Background: an optimization exercise with open tools, aiming at small area and a short achievable clock period. Do not read the settings as production practice. At most, simulation tests tie the RTL to the original design; equivalence was not proved.

## cordic_cos
module cordic_cos (
    input  wire        clk,
    input  wire        rst,
    input  wire [31:0] angle_in,
    output reg  [31:0] cos_out,
    output reg  [31:0] sin_out
);
export LEC_CHECK = 0
export CAP_MARGIN = 20
export CORE_MARGIN = 2
export CORE_UTILIZATION = 50
export SLEW_MARGIN = 20
create_clock -name core_clock -period 10.0 [get_ports {clk}]
standard.sh (not shown) runs the stock make flow with config.mk's settings and CLKGATE_MAP_FILE= SYNTH_SCRIPT=/design/flow/synth_recipe.tcl, a recipe that flattens the netlist after the stock synthesis.
==> flow/flow/run.sh <==
#!/bin/bash
# The standard layout (standard.sh, with its config and SDC), with these changes:
# - synthesis runs ORFS's synth.tcl through flow/my_synth.tcl, which differs from
#   synth_recipe.tcl only in the ABC script: flow/abc_map.script (delay-driven
#   mapping) with the delay target in flow/abc_d.txt;
# - repair_timing aims for the setup margin in flow/margin.txt;
# - flow/make_args.txt: further ORFS variables, one per line (port buffer cell, ...).
# The clock period, SDC, reset and I/O constraints are the standard flow's own.
set -euo pipefail
W=$PWD
export MY_ABC_SCRIPT=$W/flow/abc_map.script
export MY_ABC_D=$(cat $W/flow/abc_d.txt)
M=$(cat $W/flow/margin.txt)
ARGS=()
while IFS= read -r line; do [ -n "$line" ] && ARGS+=("$line"); done < $W/flow/make_args.txt
bash $W/standard.sh SYNTH_SCRIPT=$W/flow/my_synth.tcl SETUP_SLACK_MARGIN=$M "${ARGS[@]}" \
  finish > $W/flow_standard.log 2>&1
==> flow/flow/abc_d.txt <==
2000
==> flow/flow/abc_map.script <==
strash
dch
map -B 0.9 {D}
topo
stime -c
buffer -c
upsize -c {D}
dnsize -c {D}
stime -c
==> flow/flow/make_args.txt <==
BUFFER_PORTS_ARGS=-buffer_cell sky130_fd_sc_hd__buf_1
CTS_ARGS=-sink_clustering_enable -repair_clock_nets -dont_use_dummy_load
==> flow/flow/margin.txt <==
6.5
==> flow/flow/my_synth.tcl <==
proc synth {args} { yosys synth -nofsm -noshare {*}$args }
proc abc {args} {
  set new {}
  set skip 0
  foreach a $args {
    if {$skip} { set skip 0; lappend new $::env(MY_ABC_SCRIPT); continue }
    if {$a eq "-script"} { set skip 1; lappend new $a; continue }
    lappend new $a
  }
  if {[info exists ::env(MY_ABC_D)]} {
    set i [lsearch $new -D]
    if {$i >= 0} { set new [lreplace $new $i [expr {$i+1}]] }
    lappend new -D $::env(MY_ABC_D)
  }
  puts "MY ABC: $new"
  yosys abc {*}$new
}
source $::env(SCRIPTS_DIR)/synth.tcl
# left out here: clear keep_hierarchy, flatten, clean up, hide names made inside functions, write 1_2_yosys.v
==> next run, changes <==
==> flow/flow/margin.txt (replaced) <==
6.6
Settings changed: CAP_MARGIN 20 to 5, CORE_UTILIZATION 50 to 40, SLEW_MARGIN 20 to 5.
- count of clock-buffer cells in the layout is unchanged
- via count came out higher by 0.61%
- worst setup slack improves by 0.053 ns
- cell area came out higher by 2.8%
- core utilization came out lower by 10 points
==> next run, changes <==
==> flow/flow/abc_d.txt (replaced) <==
1500
==> flow/flow/abc_map.script (replaced) <==
strash
&get -n
&st
&dch
&nf
&put
buffer -c
topo
stime -c
upsize -c {D}
dnsize -c {D}
stime -c
==> flow/flow/margin.txt (replaced) <==
6.3
Settings changed: CAP_MARGIN 5 to 20, SLEW_MARGIN 5 to 20.
The new run produced a clean layout.
Via count goes down by 11%.
Register-to-register slack is worse by 0.36 ns.
Synthesized cell count fell by 19%.
Clock-buffer cell count is unchanged.
Die area falls by 5.5%.
Worst hold slack got worse by 0.0042 ns.
==> next run, changes <==
==> flow/flow/abc_d.txt (replaced) <==
2000
==> flow/flow/abc_map.script (replaced) <==
strash
dch
map -B 0.9 {D}
topo
stime -c
buffer -c
upsize -c {D}
dnsize -c {D}
stime -c
==> flow/flow/margin.txt (replaced) <==
6.7
Settings changed: CORE_UTILIZATION 40 to 45.
After rerunning:
- The changed run completed without violations
- setup slack improves by 0.49 ns
- first-iteration DRC count is lower by 3.1%
- global-route usage is higher by 5.0 points
- via count is higher by 13%
- hold slack improves by 0.0038 ns
- non-clock buffer count is higher by 23
- sequential share of layout area is lower by 1.4 points
- critical path depth is higher by 6
- wire length is higher by 15%
- maximum frequency is higher by 16%
- area after synthesis is higher by 6.0%

## the reference run
Another version of the RTL of cordic_cos (not shown whole).
Size in the first run: roughly 3200 cells after synthesis, ~180 flip-flops, about 98 I/O pins, ~0.018 mm² of cells after synthesis.
export LEC_CHECK = 0
export CAP_MARGIN = 20
export CORE_MARGIN = 2
export CORE_UTILIZATION = 40
export SLEW_MARGIN = 20
create_clock -name core_clock -period 10.0 [get_ports {clk}]
==> flow/flow/abc_d.txt <==
1000
==> flow/flow/abc_map.script <==
strash
dch
map -B 0.9 {D}
topo
stime -c
buffer -c
upsize -c {D}
dnsize -c {D}
stime -c
==> flow/flow/make_args.txt <==
BUFFER_PORTS_ARGS=-buffer_cell sky130_fd_sc_hd__buf_1
ADDER_MAP_FILE=
==> flow/flow/margin.txt <==
6.8
Scripts as last shown in full above: flow/flow/run.sh, flow/flow/my_synth.tcl
The reference run was carried through to the last stage, and its layout satisfied the timing, design-rule and antenna checks.
Setup changes, the reference run to the trial run
Settings: CORE_UTILIZATION: 40 -> 65.
==> flow/flow/run.sh <==
#!/bin/bash
# Standard ORFS layout (the standard.sh and its settings), with these changes:
# - ABC maps for delay (flow/abc_map.script, classic delay-driven "map") instead of
#   ORFS's speed script;
# - ports are buffered with buf_1 (resized later as timing needs);
# - repair_timing aims for a larger setup margin up to CTS (flow/margin_cts.txt) than
#   after global routing (flow/margin_grt.txt);
# - flow/extra.txt: further ORFS variables for the steps after CTS.
# The SDC, period and all other steps are the standard flow's own.
set -euo pipefail
W=$PWD
export MY_ABC_SCRIPT=$W/flow/abc_map.script
M1=$(cat $W/flow/margin_cts.txt)
M2=$(cat $W/flow/margin_grt.txt)
EXTRA=$(cat $W/flow/extra.txt)
bash $W/standard.sh SYNTH_SCRIPT=$W/flow/my_synth.tcl SETUP_SLACK_MARGIN=$M1 \
  "BUFFER_PORTS_ARGS=-buffer_cell sky130_fd_sc_hd__buf_1" cts > $W/flow_to_cts.log 2>&1
bash $W/standard.sh SYNTH_SCRIPT=$W/flow/my_synth.tcl SETUP_SLACK_MARGIN=$M2 \
  "BUFFER_PORTS_ARGS=-buffer_cell sky130_fd_sc_hd__buf_1" $EXTRA finish > $W/flow_finish.log 2>&1
==> flow/flow/extra.txt (new file) <==
RECOVER_POWER=100
==> flow/flow/margin_cts.txt (new file) <==
7.0
==> flow/flow/margin_grt.txt (new file) <==
6.0
removed: flow/flow/abc_d.txt
removed: flow/flow/make_args.txt
removed: flow/flow/margin.txt
Every stage of the trial run finished as expected; the final checks, on the other hand, flagged max-capacitance violations, max-slew violations, which means the layout fails. [compare] base=the reference run new=the trial run: xor-xnor portion of the synthesized cell area now larger; via count shows a reduction of 2064.
No functional check of the RTL was part of any run of this note.

The RTL this note starts from:
==> flow/design.v <==
`timescale 1ns/1ps
module sra16 (
    input  wire [31:0] d,
    input  wire [3:0]  h,
    input  wire [3:0]  q,
    output wire [31:0] o
);
    wire [46:0] de = {{15{d[31]}}, d};
    wire [46:0] m;
    genvar k;
    generate
        for (k = 0; k < 44; k = k + 1) begin : lo
            assign m[k] = (h[0] & de[k]) | (h[1] & de[k+1]) | (h[2] & de[k+2]) | (h[3] & de[k+3]);
        end
        for (k = 44; k < 47; k = k + 1) begin : hi
            assign m[k] = d[31];
        end
        for (k = 0; k < 32; k = k + 1) begin : out
            assign o[k] = (q[0] & m[k]) | (q[1] & m[k+4]) | (q[2] & m[k+8]) | (q[3] & m[k+12]);
        end
    endgenerate
endmodule
module carries32 (
    input  wire [31:0] a,
    input  wire [31:0] b,
    output wire [31:0] c
);
    wire [31:0] g [0:6];
    wire [31:0] p [0:6];
    assign g[0] = a & b;
    assign p[0] = a ^ b;
    genvar l, k;
    generate
        for (l = 0; l < 5; l = l + 1) begin : ks
            for (k = 0; k < 32; k = k + 1) begin : bk
                if ((k & 1) && k >= (1 << l)) begin : n
                    assign g[l+1][k] = g[l][k] | (p[l][k] & g[l][k - (1 << l)]);
                    assign p[l+1][k] = p[l][k] & p[l][k - (1 << l)];
                end else begin : w
                    assign g[l+1][k] = g[l][k];
                    assign p[l+1][k] = p[l][k];
                end
            end
        end
        for (k = 0; k < 32; k = k + 1) begin : ev
            if (!(k & 1) && k >= 2) begin : n
                assign g[6][k] = g[5][k] | (p[5][k] & g[5][k-1]);
            end else begin : w
                assign g[6][k] = g[5][k];
            end
            assign p[6][k] = p[5][k];
        end
    endgenerate
    assign c = {g[6][30:0], 1'b0};
endmodule
module carries32bk (
    input  wire [31:0] a,
    input  wire [31:0] b,
    output wire [31:0] c
);
    wire [31:0] g [0:9];
    wire [31:0] t [0:9];
    assign g[0] = a & b;
    assign t[0] = a ^ b;
    genvar l, k;
    generate
        for (l = 0; l < 5; l = l + 1) begin : up
            for (k = 0; k < 32; k = k + 1) begin : bk
                if ((k % (2 << l)) == (2 << l) - 1) begin : n
                    assign g[l+1][k] = g[l][k] | (t[l][k] & g[l][k - (1 << l)]);
                    assign t[l+1][k] = t[l][k] & t[l][k - (1 << l)];
                end else begin : w
                    assign g[l+1][k] = g[l][k];
                    assign t[l+1][k] = t[l][k];
                end
            end
        end
        for (l = 3; l >= 0; l = l - 1) begin : dn
            for (k = 0; k < 32; k = k + 1) begin : bk
                if (k >= (3 << l) - 1 && (k % (2 << l)) == (1 << l) - 1) begin : n
                    assign g[9-l][k] = g[8-l][k] | (t[8-l][k] & g[8-l][k - (1 << l)]);
                end else begin : w
                    assign g[9-l][k] = g[8-l][k];
                end
                assign t[9-l][k] = t[8-l][k];
            end
        end
    endgenerate
    assign c = {g[9][30:0], 1'b0};
endmodule
module cordic_cos (
    input  wire        clk,
    input  wire        rst,
    input  wire [31:0] angle_in,
    output reg  [31:0] cos_out,
    output reg  [31:0] sin_out
);
    localparam [31:0] K = 32'h4DBA76D0;
    reg [4:0] c;
    wire load = c[4] & c[0];
    wire publ = c[4] & ~c[0];
    always @(posedge clk or posedge rst) begin
        if (rst)
            c <= 5'd17;
        else if (c[4])
            c <= c[0] ? 5'd0 : 5'd17;
        else
            c <= c + 5'd1;
    end
    reg [31:0] atan;
    always @(*) begin
        case (c[3:0])
            4'd0:  atan = 32'h3243F6A9;
            4'd1:  atan = 32'h1DAC6705;
            4'd2:  atan = 32'h0FADBAFC;
            4'd3:  atan = 32'h07F56EA6;
            4'd4:  atan = 32'h03FEAB76;
            4'd5:  atan = 32'h01FFD55B;
            4'd6:  atan = 32'h00FFFABA;
            4'd7:  atan = 32'h007FFFD5;
            4'd8:  atan = 32'h003FFFFF;
            4'd9:  atan = 32'h001FFFFF;
            4'd10: atan = 32'h000FFFFF;
            4'd11: atan = 32'h0007FFFF;
            4'd12: atan = 32'h0003FFFF;
            4'd13: atan = 32'h0001FFFF;
            4'd14: atan = 32'h0000FFFF;
            default: atan = 32'h00007FFF;
        endcase
    end
    wire [3:0] snext = (load | c[4]) ? 4'd0 : c[3:0] + 4'd1;
    wire [3:0] hn = 4'b0001 << snext[1:0];
    wire [3:0] qn = 4'b0001 << snext[3:2];
    reg  [3:0] hx, qx, hyn, qyn;
    always @(posedge clk) begin
        hx  <= hn;
        qx  <= qn;
        hyn <= ~hn;
        qyn <= ~qn;
    end
    reg [31:0] x, y, z;
    reg        zpos;
    wire [31:0] xs, ys;
    sra16 shx (.d(x), .h(hx), .q(qx), .o(xs));
    sra16 shy (.d(y), .h(~hyn), .q(~qyn), .o(ys));
    wire [31:0] sx = {32{zpos}};      
    wire [31:0] sy = {32{z[31]}};     
    wire [31:0] ax = x ^ sx, ay = y ^ sy, az = z ^ sx;
    wire [31:0] cx, cy;                          
    carries32 kx (.a(ax), .b(ys), .c(cx));
    carries32 ky (.a(ay), .b(xs), .c(cy));
    wire [31:0] cz;
    carries32bk kz (.a(az), .b(atan), .c(cz));
    wire [31:0] xn = x ^ ys ^ cx;
    wire [31:0] yn = y ^ xs ^ cy;
    wire [31:0] zn = z ^ atan ^ cz;
    always @(posedge clk) begin
        if (load) begin
            zpos <= ~angle_in[31];
            x <= K;
            y <= 32'd0;
            z <= angle_in;
        end else begin
            x <= xn;
            y <= yn;
            zpos <= ~zn[31];
            z <= zn;
        end
    end
    always @(posedge clk or posedge rst) begin
        if (rst) begin
            cos_out <= 32'd0;
            sin_out <= 32'd0;
        end else if (publ) begin
            cos_out <= x;
            sin_out <= y;
        end
    end
endmodule
Settings: LEC_CHECK=0, CAP_MARGIN=20, CORE_MARGIN=2, CORE_UTILIZATION=40, SLEW_MARGIN=20; clock period 10.0 ns.
==> flow/flow/run.sh <==
#!/bin/bash
# The standard layout (standard.sh, with its config and SDC), with these changes:
# - synthesis runs ORFS's synth.tcl through flow/my_synth.tcl, which differs from
#   synth_recipe.tcl only in the ABC script: flow/abc_map.script (delay-driven
#   mapping) with the delay target in flow/abc_d.txt;
# - repair_timing aims for the setup margin in flow/margin.txt;
# - flow/make_args.txt: further ORFS variables, one per line (port buffer cell, ...).
# The clock period, SDC, reset and I/O constraints are the standard flow's own.
set -euo pipefail
W=$PWD
export MY_ABC_SCRIPT=$W/flow/abc_map.script
export MY_ABC_D=$(cat $W/flow/abc_d.txt)
M=$(cat $W/flow/margin.txt)
ARGS=()
while IFS= read -r line; do [ -n "$line" ] && ARGS+=("$line"); done < $W/flow/make_args.txt
bash $W/standard.sh SYNTH_SCRIPT=$W/flow/my_synth.tcl SETUP_SLACK_MARGIN=$M "${ARGS[@]}" \
  finish > $W/flow_standard.log 2>&1
==> flow/flow/abc_d.txt <==
2000
==> flow/flow/make_args.txt <==
BUFFER_PORTS_ARGS=-buffer_cell sky130_fd_sc_hd__buf_1
CTS_ARGS=-sink_clustering_enable -repair_clock_nets -dont_use_dummy_load
==> flow/flow/margin.txt <==
6.6
Scripts as last shown in full above: flow/flow/abc_map.script, flow/flow/my_synth.tcl
The starting point went through all stages and came out clean.
Then changed:
--- a/flow/config.mk
+++ b/flow/config.mk
@@ -9,3 +9,3 @@
 export CORE_MARGIN = 2
-export CORE_UTILIZATION = 40
+export CORE_UTILIZATION = 45
 export SLEW_MARGIN = 20
After rerunning: First-iteration DRC count goes down by about 30%; via count goes up by 1.3%; synthesized area does not change; non-clock buffer count goes up by 20; die area goes down by about 11%; global-route usage goes up by 2.5 points; flip-flop and latch count is unchanged; worst setup slack gains 0.037 ns.
No run of this note included a check of the RTL's function; only the layout flow was run.

## re-timing with driven ports
Ports are ideal in the flow. The routed layouts listed here were re-timed in OpenROAD.
Step 1 (the two cells are an assumption about what drives the block):
set clk [get_ports {clk}]
set_driving_cell -lib_cell sky130_fd_sc_hd__clkbuf_16 $clk
set_driving_cell -lib_cell sky130_fd_sc_hd__buf_2 [delete_from_list [all_inputs] $clk]
Step 2 moves the port delays by t, midway between the first and last clock arrival at a register: inputs arrive t later, outputs are due t later. That takes back most of the time a late clock gives input paths.
a / b / c = no drivers / after step 1 / after step 2; a / b = the first two.
| run | shift t [ns] | slack for setup (ns) | worst setup path after step 2 |
|---|---|---|---|
| the first run of note 1 | 0.495 | 6.685 / 6.685 / 6.685 | register to register |
| the second run of note 1 | 0.490 | 6.738 / 6.738 / 6.738 | register to register |
| the third run of note 1 | 0.489 | 6.375 / 6.375 / 6.375 | register to register |
| the fourth run of note 1 | 0.503 | 6.866 / 6.866 / 6.866 | register to register |
| the reference run | 0.567 | 6.895 / 6.837 / 6.984 | register to register |
| the trial run | 0.494 | 4.650 / 4.650 / 4.471 | input, reset recovery |
| the first run of note 3 | 0.494 | 6.716 / 6.716 / 6.716 | register to register |
| the second run of note 3 | 0.493 | 6.753 / 6.753 / 6.753 | register to register |
The setup slack of the trial run, which loses most, moves by 0.000 ns with the drivers and by -0.179 ns with both steps. Setup slack includes reset recovery checks.
